From an optimization exercise on the open Yosys and OpenROAD flow, aimed at small area and a short achievable clock period; shortcuts taken in it are not production practice. In this exercise RTL edits were held to simulation tests only and were not proved equivalent to the original. Power is estimated from default activity; no workload was simulated.

`flow/design.v`:
```
module ram (clk, writeEn, writeAddr, readAddr, dataIn, dataOut);
parameter packetwidth = 55;
parameter addressWidth = 4;
input clk;
input writeEn;
input [addressWidth-1:0] writeAddr;
input [addressWidth-1:0] readAddr;
input [packetwidth-1:0] dataIn;
output [packetwidth-1:0] dataOut;
reg [packetwidth-1:0] mem [0:(1<<addressWidth)-1];
always @(posedge clk)
  if (writeEn)
    mem[writeAddr] <= dataIn;
assign dataOut = mem[readAddr];
endmodule
module FIFO (clk, reset, reqUpStr, gntUpStr, full, rdReq, rdGnt, empty, readAddr,
             PacketIn, PacketOut);
parameter packetwidth = 55;
parameter addressWidth = 4;
input clk;
input reset;
input reqUpStr;
output reg gntUpStr;           
output reg full;
input rdReq;
output rdGnt;
output empty;
output reg [addressWidth-1:0] readAddr;
input [packetwidth-1:0] PacketIn;
output [packetwidth-1:0] PacketOut;
reg [addressWidth-1:0] writeAddr;
reg EnableGnt;
wire wrGnt = reqUpStr & ~full & EnableGnt;
assign empty = (writeAddr == readAddr);
assign rdGnt = rdReq & ~empty;
wire [addressWidth-1:0] writeAddrNext = writeAddr + {{(addressWidth-1){1'b0}}, wrGnt};
wire [addressWidth-1:0] readAddrNext  = readAddr  + {{(addressWidth-1){1'b0}}, rdGnt};
wire fullNext = (readAddrNext != 0) &&
                (writeAddrNext == readAddrNext - {{(addressWidth-1){1'b0}}, 1'b1});
always @(posedge clk or negedge reset)
  if (!reset) begin
    gntUpStr  <= 1'b0;
    writeAddr <= 0;
    readAddr  <= 0;
    EnableGnt <= 1'b1;
    full      <= 1'b0;
  end else begin
    gntUpStr  <= wrGnt;
    writeAddr <= writeAddrNext;
    readAddr  <= readAddrNext;
    EnableGnt <= ~reqUpStr | (EnableGnt & ~wrGnt);
    full      <= fullNext;
  end
ram #(.packetwidth(packetwidth), .addressWidth(addressWidth)) fifoBuffer (
  .clk(clk), .writeEn(gntUpStr), .writeAddr(writeAddr), .readAddr(readAddr),
  .dataIn(PacketIn), .dataOut(PacketOut));
endmodule
module InputPortController (clk, reset, rdReq, rdGnt, empty, PacketIn, valid, PacketOut);
parameter packetwidth = 55;
input clk;
input reset;
output rdReq;
input rdGnt;
input empty;
input [packetwidth-1:0] PacketIn;
output reg valid;                      
output reg [packetwidth-1:0] PacketOut;
localparam IDLE = 3'd0, REQ = 3'd1, WAIT = 3'd2, ROUTE = 3'd3, STUCK = 3'd4;
reg [2:0] State;
assign rdReq = (State == REQ);
always @(posedge clk or negedge reset)
  if (!reset) begin
    State <= IDLE;
    valid <= 1'b0;
  end else begin
    case (State)
      IDLE:    if (!empty) State <= REQ;
      REQ:     State <= rdGnt ? WAIT : STUCK;
      WAIT:    State <= ROUTE;
      ROUTE:   begin State <= IDLE; valid <= 1'b1; end
      default: State <= STUCK;
    endcase
  end
always @(posedge clk)
  if (State == ROUTE)
    PacketOut <= PacketIn;
endmodule
module InputPort (clk, reset, reqUpStr, gntUpStr, full, PacketIn, PacketOut);
parameter packetwidth = 55;
parameter addressWidth = 4;
input clk;
input reset;
input reqUpStr;
output gntUpStr;
output full;
input [packetwidth-1:0] PacketIn;
output [packetwidth-1:0] PacketOut;    
wire rdReq, rdGnt, empty, valid;
wire [addressWidth-1:0] readAddr;
wire [packetwidth-1:0] ramOut, dataBuf;
FIFO #(.packetwidth(packetwidth), .addressWidth(addressWidth)) fifo (
  .clk(clk), .reset(reset), .reqUpStr(reqUpStr), .gntUpStr(gntUpStr), .full(full),
  .rdReq(rdReq), .rdGnt(rdGnt), .empty(empty), .readAddr(readAddr),
  .PacketIn(PacketIn), .PacketOut(ramOut));
InputPortController #(.packetwidth(packetwidth)) InputPortController (
  .clk(clk), .reset(reset), .rdReq(rdReq), .rdGnt(rdGnt), .empty(empty),
  .PacketIn(ramOut), .valid(valid), .PacketOut(dataBuf));
assign PacketOut = dataBuf & {packetwidth{valid}};
endmodule
module OutputController (clk, reset, reqDnStr, gntDnStr, full, PacketIn, PacketOut);
parameter packetwidth = 55;
parameter datawidth = 25;
parameter direction = 3'b000;
input clk;
input reset;
output reg reqDnStr;
input gntDnStr;
input full;
input [packetwidth-1:0] PacketIn;      
output [packetwidth-1:0] PacketOut;
reg [packetwidth-4:0] pkt;
wire load = ~reqDnStr & ~full & (PacketIn[datawidth+2:datawidth] == direction);
always @(posedge clk or negedge reset)
  if (!reset) begin
    reqDnStr <= 1'b0;
    pkt      <= 0;
  end else begin
    reqDnStr <= reqDnStr ? ~gntDnStr : load;
    if (load)
      pkt <= {PacketIn[packetwidth-1:datawidth+3], PacketIn[datawidth-1:0]};
  end
assign PacketOut = {3'b000, pkt};
endmodule
`timescale 1ns / 1ps
module Base_Router(  clk, reset,
							eastReqUpStr,  eastGntUpStr,  eastUpStrFull,  eastPacketIn,
							eastReqDnStr,  eastGntDnStr,  eastDnStrFull,  eastPacketOut,
							northReqUpStr, northGntUpStr, northUpStrFull, northPacketIn,
							northReqDnStr, northGntDnStr, northDnStrFull, northPacketOut,
							westReqUpStr,  westGntUpStr , westUpStrFull,  westPacketIn,
							westReqDnStr,  westGntDnStr,  westDnStrFull,  westPacketOut,
							southReqUpStr, southGntUpStr, southUpStrFull, southPacketIn,
							southReqDnStr, southGntDnStr, southDnStrFull, southPacketOut,
							localReqUpStr, localGntUpStr, localUpStrFull, localPacketIn,
							localReqDnStr, localGntDnStr, localDnStrFull, localPacketOut);
parameter routerID     	= 6'b000_000; 
parameter routerNo 		= 5'b00001;
parameter packetwidth = 55;
parameter datawidth=25;
parameter addressWidth 	= 4;
parameter fifoDepth 	= ((1 << addressWidth) - 1); 
input clk;
input reset;
input eastReqUpStr, northReqUpStr, westReqUpStr, southReqUpStr, localReqUpStr;
input eastDnStrFull,  northDnStrFull, westDnStrFull, southDnStrFull, localDnStrFull ;
input eastGntDnStr, northGntDnStr, westGntDnStr, southGntDnStr, localGntDnStr;
input [packetwidth-1:0] eastPacketIn, northPacketIn, westPacketIn, southPacketIn, localPacketIn;
output eastReqDnStr, northReqDnStr, westReqDnStr, southReqDnStr, localReqDnStr;  
output eastUpStrFull, northUpStrFull, westUpStrFull, southUpStrFull, localUpStrFull;
output eastGntUpStr, northGntUpStr, westGntUpStr, southGntUpStr, localGntUpStr;
output [packetwidth-1:0] eastPacketOut, northPacketOut, westPacketOut, southPacketOut, localPacketOut ;
wire [packetwidth-1:0] eastPacket, northPacket, westPacket, southPacket, localPacket;
wire [packetwidth-1:0] orPacket = eastPacket | northPacket | westPacket | southPacket | localPacket;
InputPort #(.packetwidth(packetwidth), .addressWidth(addressWidth)) eastInputController (
  .clk(clk), .reset(reset), .reqUpStr(eastReqUpStr), .gntUpStr(eastGntUpStr), .full(eastUpStrFull),
  .PacketIn(eastPacketIn), .PacketOut(eastPacket));
OutputController #(.direction(3'b100), .datawidth(datawidth), .packetwidth(packetwidth)) eastOutputController (
  .clk(clk), .reset(reset), .reqDnStr(eastReqDnStr), .gntDnStr(eastGntDnStr), .full(eastDnStrFull),
  .PacketIn(orPacket), .PacketOut(eastPacketOut));
InputPort #(.packetwidth(packetwidth), .addressWidth(addressWidth)) northInputController (
  .clk(clk), .reset(reset), .reqUpStr(northReqUpStr), .gntUpStr(northGntUpStr), .full(northUpStrFull),
  .PacketIn(northPacketIn), .PacketOut(northPacket));
OutputController #(.direction(3'b111), .datawidth(datawidth), .packetwidth(packetwidth)) northOutputController (
  .clk(clk), .reset(reset), .reqDnStr(northReqDnStr), .gntDnStr(northGntDnStr), .full(northDnStrFull),
  .PacketIn(orPacket), .PacketOut(northPacketOut));
InputPort #(.packetwidth(packetwidth), .addressWidth(addressWidth)) westInputController (
  .clk(clk), .reset(reset), .reqUpStr(westReqUpStr), .gntUpStr(westGntUpStr), .full(westUpStrFull),
  .PacketIn(westPacketIn), .PacketOut(westPacket));
OutputController #(.direction(3'b110), .datawidth(datawidth), .packetwidth(packetwidth)) westOutputController (
  .clk(clk), .reset(reset), .reqDnStr(westReqDnStr), .gntDnStr(westGntDnStr), .full(westDnStrFull),
  .PacketIn(orPacket), .PacketOut(westPacketOut));
InputPort #(.packetwidth(packetwidth), .addressWidth(addressWidth)) southInputController (
  .clk(clk), .reset(reset), .reqUpStr(southReqUpStr), .gntUpStr(southGntUpStr), .full(southUpStrFull),
  .PacketIn(southPacketIn), .PacketOut(southPacket));
OutputController #(.direction(3'b101), .datawidth(datawidth), .packetwidth(packetwidth)) southOutputController (
  .clk(clk), .reset(reset), .reqDnStr(southReqDnStr), .gntDnStr(southGntDnStr), .full(southDnStrFull),
  .PacketIn(orPacket), .PacketOut(southPacketOut));
InputPort #(.packetwidth(packetwidth), .addressWidth(addressWidth)) localInputController (
  .clk(clk), .reset(reset), .reqUpStr(localReqUpStr), .gntUpStr(localGntUpStr), .full(localUpStrFull),
  .PacketIn(localPacketIn), .PacketOut(localPacket));
OutputController #(.direction(3'b000), .datawidth(datawidth), .packetwidth(packetwidth)) localOutputController (
  .clk(clk), .reset(reset), .reqDnStr(localReqDnStr), .gntDnStr(localGntDnStr), .full(localDnStrFull),
  .PacketIn(orPacket), .PacketOut(localPacketOut));
endmodule
```
`flow/run.sh`:
```
#!/bin/bash
# synth_recipe.tcl (not shown) runs the flow's synth.tcl, then flattens the netlist and writes it again
# the make line also repeats each setting of config.mk as NAME=value (left out here)
make -C /OpenROAD-flow-scripts/flow DESIGN_CONFIG=/design/flow/config.mk WORK_HOME=/design/flow/orfs CLKGATE_MAP_FILE= SYNTH_SCRIPT=/design/flow/synth_recipe.tcl finish
```
`flow/config.mk`:
```
export PLATFORM = sky130hd
export DESIGN_NAME = Base_Router
export DESIGN_NICKNAME = Base_Router
export VERILOG_FILES = /design/flow/design.v
export SDC_FILE = /design/flow/constraint.sdc
export NUM_CORES = 8
export LEC_CHECK = 0
export CAP_MARGIN = 20
export CORE_MARGIN = 2
export CORE_UTILIZATION = 40
export SLEW_MARGIN = 20
```
`flow/constraint.sdc`:
```
create_clock -name core_clock -period 5.0 [get_ports {clk}]
set_input_delay 1.0000 -clock core_clock [delete_from_list [all_inputs] [get_ports {clk}]]
set_output_delay 1.0000 -clock core_clock [all_outputs]
set_load 0.01 [all_outputs]
```
==> run summary <==
## power groups by stage
stage	combinational, µW	clock, µW	sequential, µW
4_1_cts	31500	38500	52400
2_1_floorplan	19900	0	52200
3_5_place_dp	31300	0	53300
5_1_grt	33000	40100	52800
6_report	31100	37900	52400
3_3_place_gp	31000	0	53100
## cell usage in the layout (no fill, tap or decap), types with 71 or more instances in the layout
cell type and n:
edfxtp_1 4675, mux4_2 874, clkdlybuf4s50_1 565, clkbuf_16 546, mux2i_1 500, mux2_2 412
o21ai_0 336, dfrtp_1 310, nand2_1 252, a22oi_1 222, a21oi_1 170, a221oi_1 165
buf_4 159, clkbuf_1 146, clkinv_1 82, clkinv_2 71
## Yosys cell counts (2+ instances only)
cell      number
edfxtp_1    4675
mux4_2       874
mux2i_1      500
mux2_2       412
o21ai_0      336
dfrtp_1      335
clkbuf_1     288
nand2_1      255
a22oi_1      222
a21oi_1      170
a221oi_1     165
buf_2        119
nor2_1        80
buf_1         56
a222oi_1      55
xor2_1        37
nor3_1        32
ha_1          28
xnor2_1       28
mux2_1        19
nand2b_1      19
nand3_1       18
inv_1         17
buf_4         15
buf_6         10
nand3b_1      10
nor2b_1        8
a21o_1         7
dfstp_2        5
nor4_1         5
or2_2          5
or3b_2         5
o22ai_1        4
and2_1         3
and3b_1        3
nand4_1        3
nor4b_1        3
a211oi_1       2
nor3b_1        2
o21bai_1       2
xor3_1         2
## logic make-up (layout without fill, tap and decap cells)
family                   after synthesis  in the layout  synth area share
multiplexers                        1805           1805            0.1555
flip-flops                          5015           5015            0.7839
buffers and inverters                505           1764           0.01145
adder cells (fa/ha/maj)               28             28          0.001844
AND/OR/NAND/NOR                      457            457           0.01081
other                                  1             75        0.00001974
XOR/XNOR                              67             67          0.003247
AO/OA/AOI/OAI                        965            965           0.03325
## critical path, stage by stage, from the launching register on
cell	delay, ps
dfrtp_4	810
xor2_1	180
nor4_1	500
nor4b_1	130
ha_1	230
ha_1	340
inv_1	80
ha_1	280
xor2_1	210
nand3_1	100
o21ai_0	210
a21oi_1	100
a211oi_1	260
## final timing paths
kind	startpoint	end	cells past startpoint
max	eastInputController.fifo.readAddr[0]	eastInputController.fifo.full	12
min	eastInputController.fifo.EnableGnt	eastInputController.fifo.EnableGnt	2
max reg2reg	eastInputController.fifo.readAddr[0]	eastInputController.fifo.full	12
min reg2reg	eastInputController.fifo.EnableGnt	eastInputController.fifo.EnableGnt	2
max in group asynchronous	reset	westInputController.fifo.readAddr[3]	3
min in group asynchronous	reset	westInputController.InputPortController.State[0]	2
## metrics by stage
| stage | total power [µW] | instance area (µm²) | hold WS, ps | std cells | util |
|---|---|---|---|---|---|
| floorplan | 72120 | 190100 | 443.3 | 8857 | - |
| global placement | 84060 | 204700 | 455.9 | 15409 | 0.4320 |
| detailed placement | 84580 | 204700 | 459.8 | 15413 | 0.4321 |
| CTS | 122400 | 221400 | 378.6 | 16363 | 0.4672 |
| global route | 125800 | 221500 | 458.1 | 16390 | 0.4674 |
| finish | 121400 | 221600 | 469.8 | 16423 | 0.4676 |
## routing by layer
layer  global-route usage  part of all wire
met3              0.06305              0.10
met2               0.3372              0.47
met1               0.2913              0.40
met5                    0            0.0014
met4              0.06963             0.032
## sequential cells by signal, indices dropped and copies added (netlist names), 880 cells and up
name,flops
eastInputController.fifo.fifoBuffer.mem,880
localInputController.fifo.fifoBuffer.mem,880
northInputController.fifo.fifoBuffer.mem,880
southInputController.fifo.fifoBuffer.mem,880
westInputController.fifo.fifoBuffer.mem,880
## cell type report
cell class | count | area [µm²]
Multi-Input combinational cell | 3337 | 39620
Clock inverter | 233 | 2118
Sequential cell | 5015 | 149000
Fill cell | 38491 | 252300
Tap cell | 6247 | 7816
Clock buffer | 716 | 14540
Timing Repair Buffer | 798 | 8284
Antenna cell | 60 | 150.1
Inverter | 17 | 63.81
==> impl_metrics.csv <==
group,metric,value,unit
critical_path,ff2ff_setup_slack,1480,ps
cells_and_area,area_delta_synth_final,16.64,%
detailed_routing,avgViaCountPerCell,5.754,
cells_and_area,layout-drive-gt1-share,0.2351,
critical_path,required,5960,ps
timing,fin_crit_sh,0.7044,
clock_network,cts-hold-fix-buffers,1,
global_routing,grt-ovfl-total,0,
logic_synthesis,synth_seq_area_share,0.7839,
detailed_routing,vias,94502,
floorplanning,io_pins,582,
pwr,p_sw,35710,µW
clock_network,cts_post_setup_buffers_inserted,0,
detailed_routing,drc,0,
logic_synthesis,yosysTopAreaCellShare,0.7390,
logic_synthesis,async_reset_ff_frac,0.06780,
timing,period_needed,3522,ps
pwr,intPower,85740,µW
critical_path,path_max_fanout,28,
timing,worst_pin_slew,1133,ps
placed_design,place_hpwl,303.7,mm
outcome,status,"complete, no violations",
pwr,pwr-share-seq,0.432,
floorplanning,die_w,693.1,µm
clock_network,path_clk_slew,70,ps
floorplanning,die_h,693.1,µm
pwr,p_leak,0.07105,µW
clock_network,cts.path.max_buffers,4,
clock_network,cts_resized,0,
pwr,ir_drop,0.0005613,V
floorplanning,die_area,480400,µm²
placed_design,place.port_buffers,566,
logic_synthesis,synth_ff_type,"edfxtp_1",
pwr,p_sw_frac,0.2940,
timing,relSlewSlack,0.2430,
timing,finClkSkew,38.00,ps
logic_synthesis,synth-edff-count,4675,
global_routing,antenna_found_initial,181,
detailed_routing,wire_per_inst,32.25,µm
global_routing,grt_pass1_wl,733.8,mm
logic_synthesis,yosysWarnings,8,
clock_network,cts_max_level,6,
global_routing,grt_max_degree,141,
timing,tns,0,ps
logic_synthesis,synth_top_area_cell,"edfxtp_1",
global_routing,grt_usage,0.2156,
logic_synthesis,synthTopCellsByArea,"edfxtp_1 74%, mux4_2 10%, dfrtp_1 4.4%",
critical_path,cp-start-kind,"flip-flop",
min_path,min_path_type,"reg2reg",
clock_network,cts_made_buffers,530,
timing,setup-violations-final,0,
timing,final.setup.worst_slack,1478,ps
logic_synthesis,synth_cells,8843,
cells_and_area,final_net_count,10019,
floorplanning,rows,253,
placed_design,dp_slack,1541,ps
clock_network,insertion_delay,1060,ps
logic_synthesis,synth_area,190000,µm²
critical_path,cp.arrival,4480,ps
timing,rsz0062_at_grt,"false",
global_routing,grt_pass1_vias,94950,
floorplanning,design.core.area,473900,µm²
floorplanning,initial_core_util,0.4009,
detailed_routing,ant_nets,0,
pwr,p_clk_frac,0.312,
timing,max_freq,0.2839,GHz
logic_synthesis,ys_ff_latch,5015,
logic_synthesis,syn_avg_cell_area,21.48,µm²
timing,final_max_slew_viol_count,0,
timing,hold_violations,0,
critical_path,crit_path_end_kind,"flip-flop",
placed_design,globalplace.congestion,0.8095,
critical_path,worstSetupPathType,"reg2reg",
run,max_cap_viol_count,0,
pwr,combinationalPowerShare,0.256,
detailed_routing,wl,529.7,mm
pwr,power.density,548.1,nW/µm²
clock_network,tritoncts,"done",
clock_network,cts_root_buf,"clkbuf_16",
clock_network,cts_num_sinks,5015,
detailed_routing,first_iter_violations,11968,
logic_synthesis,synth_cell_types,50,
detailed_routing,drtPass1Iterations,7,

==> re-timing with driven ports <==
The flow's constraints put no driver on any port. The routed layout listed below was extracted and timed again, unchanged, in two steps.
Step 1 sets driving cells, clkbuf_16 on the clock port and buf_2 on the other inputs (assumed; they add their load-dependent delay and slew).
Step 2, shift: input delay + t, output delay - t, t = (earliest + latest rising clock arrival at the registers) / 2. This alone moves slack from input paths to output paths.
a / b / c = ideal ports / drivers / drivers and shift; a / b = the first two.
t (ns): 1.169
setup slack, ns: 1.478 / 1.478 / 1.436
pins driven straight from the clock port: 1
After both steps setup and hold are still met in this run. The setup slack of this run moves by 0.000 ns with the drivers and by -0.042 ns with both steps.
